This design comes from an exercise in tuning for small area, a short achievable clock period and few clock cycles per item on the open sky130 flow, not from production work.
Only simulation tests tie the RTL to the original design; equivalence was not proved.

## red
## neuro
module neuro (input clk, input rst, input load, input [24:0] din, input start,
              output [24:0] state, output ready);
  reg [24:0] x;
  wire [24:0] nx;
  assign state = x;
  assign ready = 1'b1;
  sweepc u_sweep (.x(x), .nx(nx));
  always @(posedge clk) begin
    if (!rst) x <= 25'd15321166;
    else if (load) x <= din;
    else if (start) x <= nx;
  end
endmodule
==> flow/config.mk <==
export PLATFORM = sky130hd
export DESIGN_NAME = neuro
export DESIGN_NICKNAME = neuro
export VERILOG_FILES = /design/flow/design.v
export SDC_FILE = /design/flow/constraint.sdc
export NUM_CORES = 4
export LEC_CHECK = 0
export ABC_AREA = 1
export CAP_MARGIN = 20
export CORE_MARGIN = 2
export CORE_UTILIZATION = 40
export PLACE_DENSITY = 0.6
export SLEW_MARGIN = 20
==> flow/constraint.sdc <==
create_clock -name core_clock -period 90.0 [get_ports {clk}]
set_input_delay 18.0000 -clock core_clock [delete_from_list [all_inputs] [get_ports {clk}]]
set_output_delay 18.0000 -clock core_clock [all_outputs]
set_load 0.01 [all_outputs]
standard.sh (not shown) runs the stock make flow with config.mk's settings and CLKGATE_MAP_FILE= SYNTH_SCRIPT=/design/flow/synth_recipe.tcl, a recipe that flattens the netlist after the stock synthesis.
==> flow/flow/run.sh <==
#!/bin/bash
set -euo pipefail
W=$(pwd)
{
  echo 'proc abc {args} {'
  echo '  set i [lsearch -exact $args -script]'
  echo "  if { \$i >= 0 } { set args [lreplace \$args \$i [expr {\$i+1}] -script $W/flow/abc_my.script] }"
  echo '  yosys abc {*}$args'
  echo '}'
  echo 'proc extract_fa {args} {}'
  cat "$W/synth_recipe.tcl"
} > "$W/my_synth.tcl"
sed "s#SYNTH_SCRIPT=[^ ]*#SYNTH_SCRIPT=$W/my_synth.tcl#" "$W/standard.sh" > "$W/my_standard.sh"
grep -q "SYNTH_SCRIPT=$W/my_synth.tcl" "$W/my_standard.sh"
bash "$W/my_standard.sh" finish "BUFFER_PORTS_ARGS=-buffer_cell sky130_fd_sc_hd__buf_1" > "$W/flow_make.log" 2>&1
==> flow/flow/abc_my.script <==
strash
&get -n
&deepsyn -T 20
&put
dch -f
amap
buffer -p
upsize -D 18000
dnsize -D 18000
topo
stime -c
red finished end to end and its layout was clean on timing, DRC and antenna.
Testbench counts of red, summed over its fixed seeds: cycles 3,649, sweeps 2,449.
### red -> blue
diff --git a/flow/flow/run.sh b/flow/flow/run.sh
--- a/flow/flow/run.sh
+++ b/flow/flow/run.sh
@@ -1,0 +2,3 @@
+# Own flow: the standard ORFS layout, with one change in synthesis: ABC maps the logic
+# with an area-oriented script (flow/abc_my.script) and Yosys's full/half-adder extraction is
+# skipped, and the port buffers are buf_1 cells. Registers, flattening and renaming are exactly as in synth_recipe.tcl.
==> flow/flow/abc_my.script <==
strash
&get -n
&deepsyn -T 20
&put
dch -f
map -a
buffer -p
upsize -D 14000
dnsize -D 14000
topo
stime -c
- Taking red as the reference, in blue utilization of the core after routing saw an increase, first-pass GRT wire length saw an increase, via count of the first global-routing pass saw an increase, fraction of area in multi-input gates saw an increase, routed wire length saw an increase.
- Area of all placed cells without fillers on blue is up relative to red.
- Taking red as the reference point, the via density per instance of blue falls by 0.45.
- Relative to red, cell count after placement has gone up in blue.
- Count of buffers not belonging to the clock network in the layout was higher in red than in blue.
- Initial cell density of the core across red and blue: no real change.

== violet ==
Another version of the RTL of neuro (not shown whole).
For scale: ~55 I/O pins, roughly 7500 µm² of cells after synthesis.
export LEC_CHECK = 0
export ABC_AREA = 1
export CAP_MARGIN = 20
export CORE_MARGIN = 2
export CORE_UTILIZATION = 40
export PLACE_DENSITY = 0.6
export SLEW_MARGIN = 20
create_clock -name core_clock -period 90.0 [get_ports {clk}]
==> flow/flow/run.sh <==
#!/bin/bash
# Own flow: the standard ORFS layout, with one change in synthesis: ABC maps the logic
# with an area-oriented script (flow/abc_my.script) and Yosys's full/half-adder extraction is
# skipped, and the port buffers are buf_1 cells. Registers, flattening and renaming are exactly as in synth_recipe.tcl.
set -euo pipefail
W=$(pwd)
{
  echo 'proc abc {args} {'
  echo '  set i [lsearch -exact $args -script]'
  echo "  if { \$i >= 0 } { set args [lreplace \$args \$i [expr {\$i+1}] -script $W/flow/abc_my.script] }"
  echo '  yosys abc {*}$args'
  echo '}'
  echo 'proc extract_fa {args} {}'
  cat "$W/synth_recipe.tcl"
} > "$W/my_synth.tcl"
sed "s#SYNTH_SCRIPT=[^ ]*#SYNTH_SCRIPT=$W/my_synth.tcl#" "$W/standard.sh" > "$W/my_standard.sh"
grep -q "SYNTH_SCRIPT=$W/my_synth.tcl" "$W/my_standard.sh"
bash "$W/my_standard.sh" finish "BUFFER_PORTS_ARGS=-buffer_cell sky130_fd_sc_hd__buf_1" > "$W/flow_make.log" 2>&1
==> flow/flow/abc_my.script <==
strash
&get -n
&deepsyn -T 20
&put
dch -f
map -a
buffer -p
upsize -D 18000
dnsize -D 18000
topo
stime -c
Testbench counts of violet, summed over its fixed seeds: cycles 3,649, sweeps 2,449.
diff inputs: violet => willow
--- a/flow/flow/run.sh
+++ b/flow/flow/run.sh
@@ -2,5 +2,5 @@
 # Own flow: the standard ORFS layout, with one change in synthesis: ABC maps the logic
 # with an area-oriented script (flow/abc_my.script) and Yosys's full/half-adder extraction is
-# skipped, and the port buffers are buf_1 cells. Registers, flattening and renaming are exactly as in synth_recipe.tcl.
+# skipped. Registers, flattening and renaming are exactly as in synth_recipe.tcl.
 set -euo pipefail
 W=$(pwd)
@@ -16,3 +16,3 @@
 sed "s#SYNTH_SCRIPT=[^ ]*#SYNTH_SCRIPT=$W/my_synth.tcl#" "$W/standard.sh" > "$W/my_standard.sh"
 grep -q "SYNTH_SCRIPT=$W/my_synth.tcl" "$W/my_standard.sh"
-bash "$W/my_standard.sh" finish "BUFFER_PORTS_ARGS=-buffer_cell sky130_fd_sc_hd__buf_1" > "$W/flow_make.log" 2>&1
+bash "$W/my_standard.sh" finish > "$W/flow_make.log" 2>&1
==> flow/flow/abc_my.script <==
strash
&get -n
&deepsyn -T 20
&put
dch -f
map -a
topo
stime -c
Per the comparison of willow with violet, sequential share of layout area did not really move; mean number of vias per cell went down. Compared with violet, in willow time the final worst path needs with I/O delays and setup climbed 4.26 ns; die outline width dropped 2.2%. violet → willow: aggregate global-route resource usage went up, mean cell area of the mapped netlist went down, post-route worst setup slack went down.
Here is what was changed in the inputs of harbor compared with willow.
--- a/flow/flow/run.sh
+++ b/flow/flow/run.sh
@@ -2,5 +2,5 @@
 # Own flow: the standard ORFS layout, with one change in synthesis: ABC maps the logic
 # with an area-oriented script (flow/abc_my.script) and Yosys's full/half-adder extraction is
-# skipped. Registers, flattening and renaming are exactly as in synth_recipe.tcl.
+# skipped. The resizer aims for setup slack of 70 ns (a path of 90-70 ns). Registers, flattening and renaming are exactly as in synth_recipe.tcl.
 set -euo pipefail
 W=$(pwd)
@@ -16,3 +16,3 @@
 sed "s#SYNTH_SCRIPT=[^ ]*#SYNTH_SCRIPT=$W/my_synth.tcl#" "$W/standard.sh" > "$W/my_standard.sh"
 grep -q "SYNTH_SCRIPT=$W/my_synth.tcl" "$W/my_standard.sh"
-bash "$W/my_standard.sh" finish > "$W/flow_make.log" 2>&1
+bash "$W/my_standard.sh" finish SETUP_SLACK_MARGIN=70 > "$W/flow_make.log" 2>&1
==> flow/flow/abc_my.script <==
strash
&get -n
&deepsyn -T 20
&put
dch -f
map -a
buffer -p
upsize -D 18000
dnsize -D 18000
topo
stime -c
## What came out
The flow did not stop early for harbor: all stages ran, and the layout cleared the timing, DRC and antenna checks. Side by side, worst setup slack turned out higher in harbor than in willow. Relative to willow, full die area increased by about 4.5% in harbor. harbor vs willow — via-per-instance ratio climbed by a few percent. Between harbor and willow, delay of the slowest critical-path stage is lower for harbor, willow comes in above that. Compared with willow, harbor shows a gate count after technology mapping that is about 1.1% higher. On portion of netlist area occupied by mux cells, harbor tracks willow almost exactly. [harbor vs willow] fraction of the mapped netlist area in compound gates: higher in harbor. For the met1 track utilization from global routing, harbor came in 0.84 points lower than willow did. Compared to willow, harbor has cell count 13% higher. On overall track demand over capacity in global routing: between harbor and willow, it ends up higher for harbor.
Input changes introduced in quartz (baseline for comparison: harbor):
--- a/flow/flow/run.sh
+++ b/flow/flow/run.sh
@@ -2,5 +2,5 @@
 # Own flow: the standard ORFS layout, with one change in synthesis: ABC maps the logic
 # with an area-oriented script (flow/abc_my.script) and Yosys's full/half-adder extraction is
-# skipped. The resizer aims for setup slack of 70 ns (a path of 90-70 ns). Registers, flattening and renaming are exactly as in synth_recipe.tcl.
+# skipped. Registers, flattening and renaming are exactly as in synth_recipe.tcl.
 set -euo pipefail
 W=$(pwd)
@@ -16,3 +16,3 @@
 sed "s#SYNTH_SCRIPT=[^ ]*#SYNTH_SCRIPT=$W/my_synth.tcl#" "$W/standard.sh" > "$W/my_standard.sh"
 grep -q "SYNTH_SCRIPT=$W/my_synth.tcl" "$W/my_standard.sh"
-bash "$W/my_standard.sh" finish SETUP_SLACK_MARGIN=70 > "$W/flow_make.log" 2>&1
+bash "$W/my_standard.sh" finish > "$W/flow_make.log" 2>&1
==> comparison <==
Looking at buffering stage count on the worst path with inverters included, quartz sits 11 lower than harbor does.
Looking at final period utilization, quartz sits above harbor.
Critical path depth was higher in the run labelled harbor.
quartz vs harbor, cell area after layout went down by about 27%.
Cell at the slowest stage of the critical path: dfxtp_1 -> quartz, dfxtp_4 -> harbor

-- afterwards: timing with drivers on the ports --
How much do the figures lean on ideal ports? The routed layouts below were timed once more, with nothing changed but the port constraints. Step 1 (the two cells are an assumption about what drives the block):
set clk [get_ports {clk}]
set_driving_cell -lib_cell sky130_fd_sc_hd__clkbuf_16 $clk
set_driving_cell -lib_cell sky130_fd_sc_hd__buf_2 [delete_from_list [all_inputs] $clk]
Step 2 adds t to the input delays and takes it off the output delays; t is the mean of the earliest and latest rising clock arrival at the registers after step 1. Input paths then give back, and output paths get back, about the clock's delay inside the block. Slacks: ideal / step 1 / step 2; pairs: ideal / step 1.
run	t (ns)	slack for setup (ns)	hold slack, ns	clock arrival spread, ns	worst slew at a driven data input, ns
red	0.298	68.167 / 68.167 / 68.167	0.537 / 0.537 / 0.537	0.005 / 0.005	0.04
blue	0.293	69.982 / 69.995 / 69.702	0.559 / 0.559 / 0.559	0.002 / 0.001	0.04
violet	0.326	63.638 / 63.638 / 63.638	0.680 / 0.680 / 0.680	0.006 / 0.006	0.04
willow	0.330	59.379 / 59.379 / 59.379	0.647 / 0.647 / 0.647	0.007 / 0.006	0.05
harbor	0.327	65.597 / 65.597 / 65.597	0.626 / 0.626 / 0.626	0.004 / 0.003	0.05
quartz	0.328	63.974 / 63.974 / 63.974	0.695 / 0.695 / 0.695	0.005 / 0.005	0.04
After both steps setup and hold are still met in every run listed. For blue, which loses most, drivers alone change the setup slack by +0.013 ns; drivers and shift together by -0.280 ns.
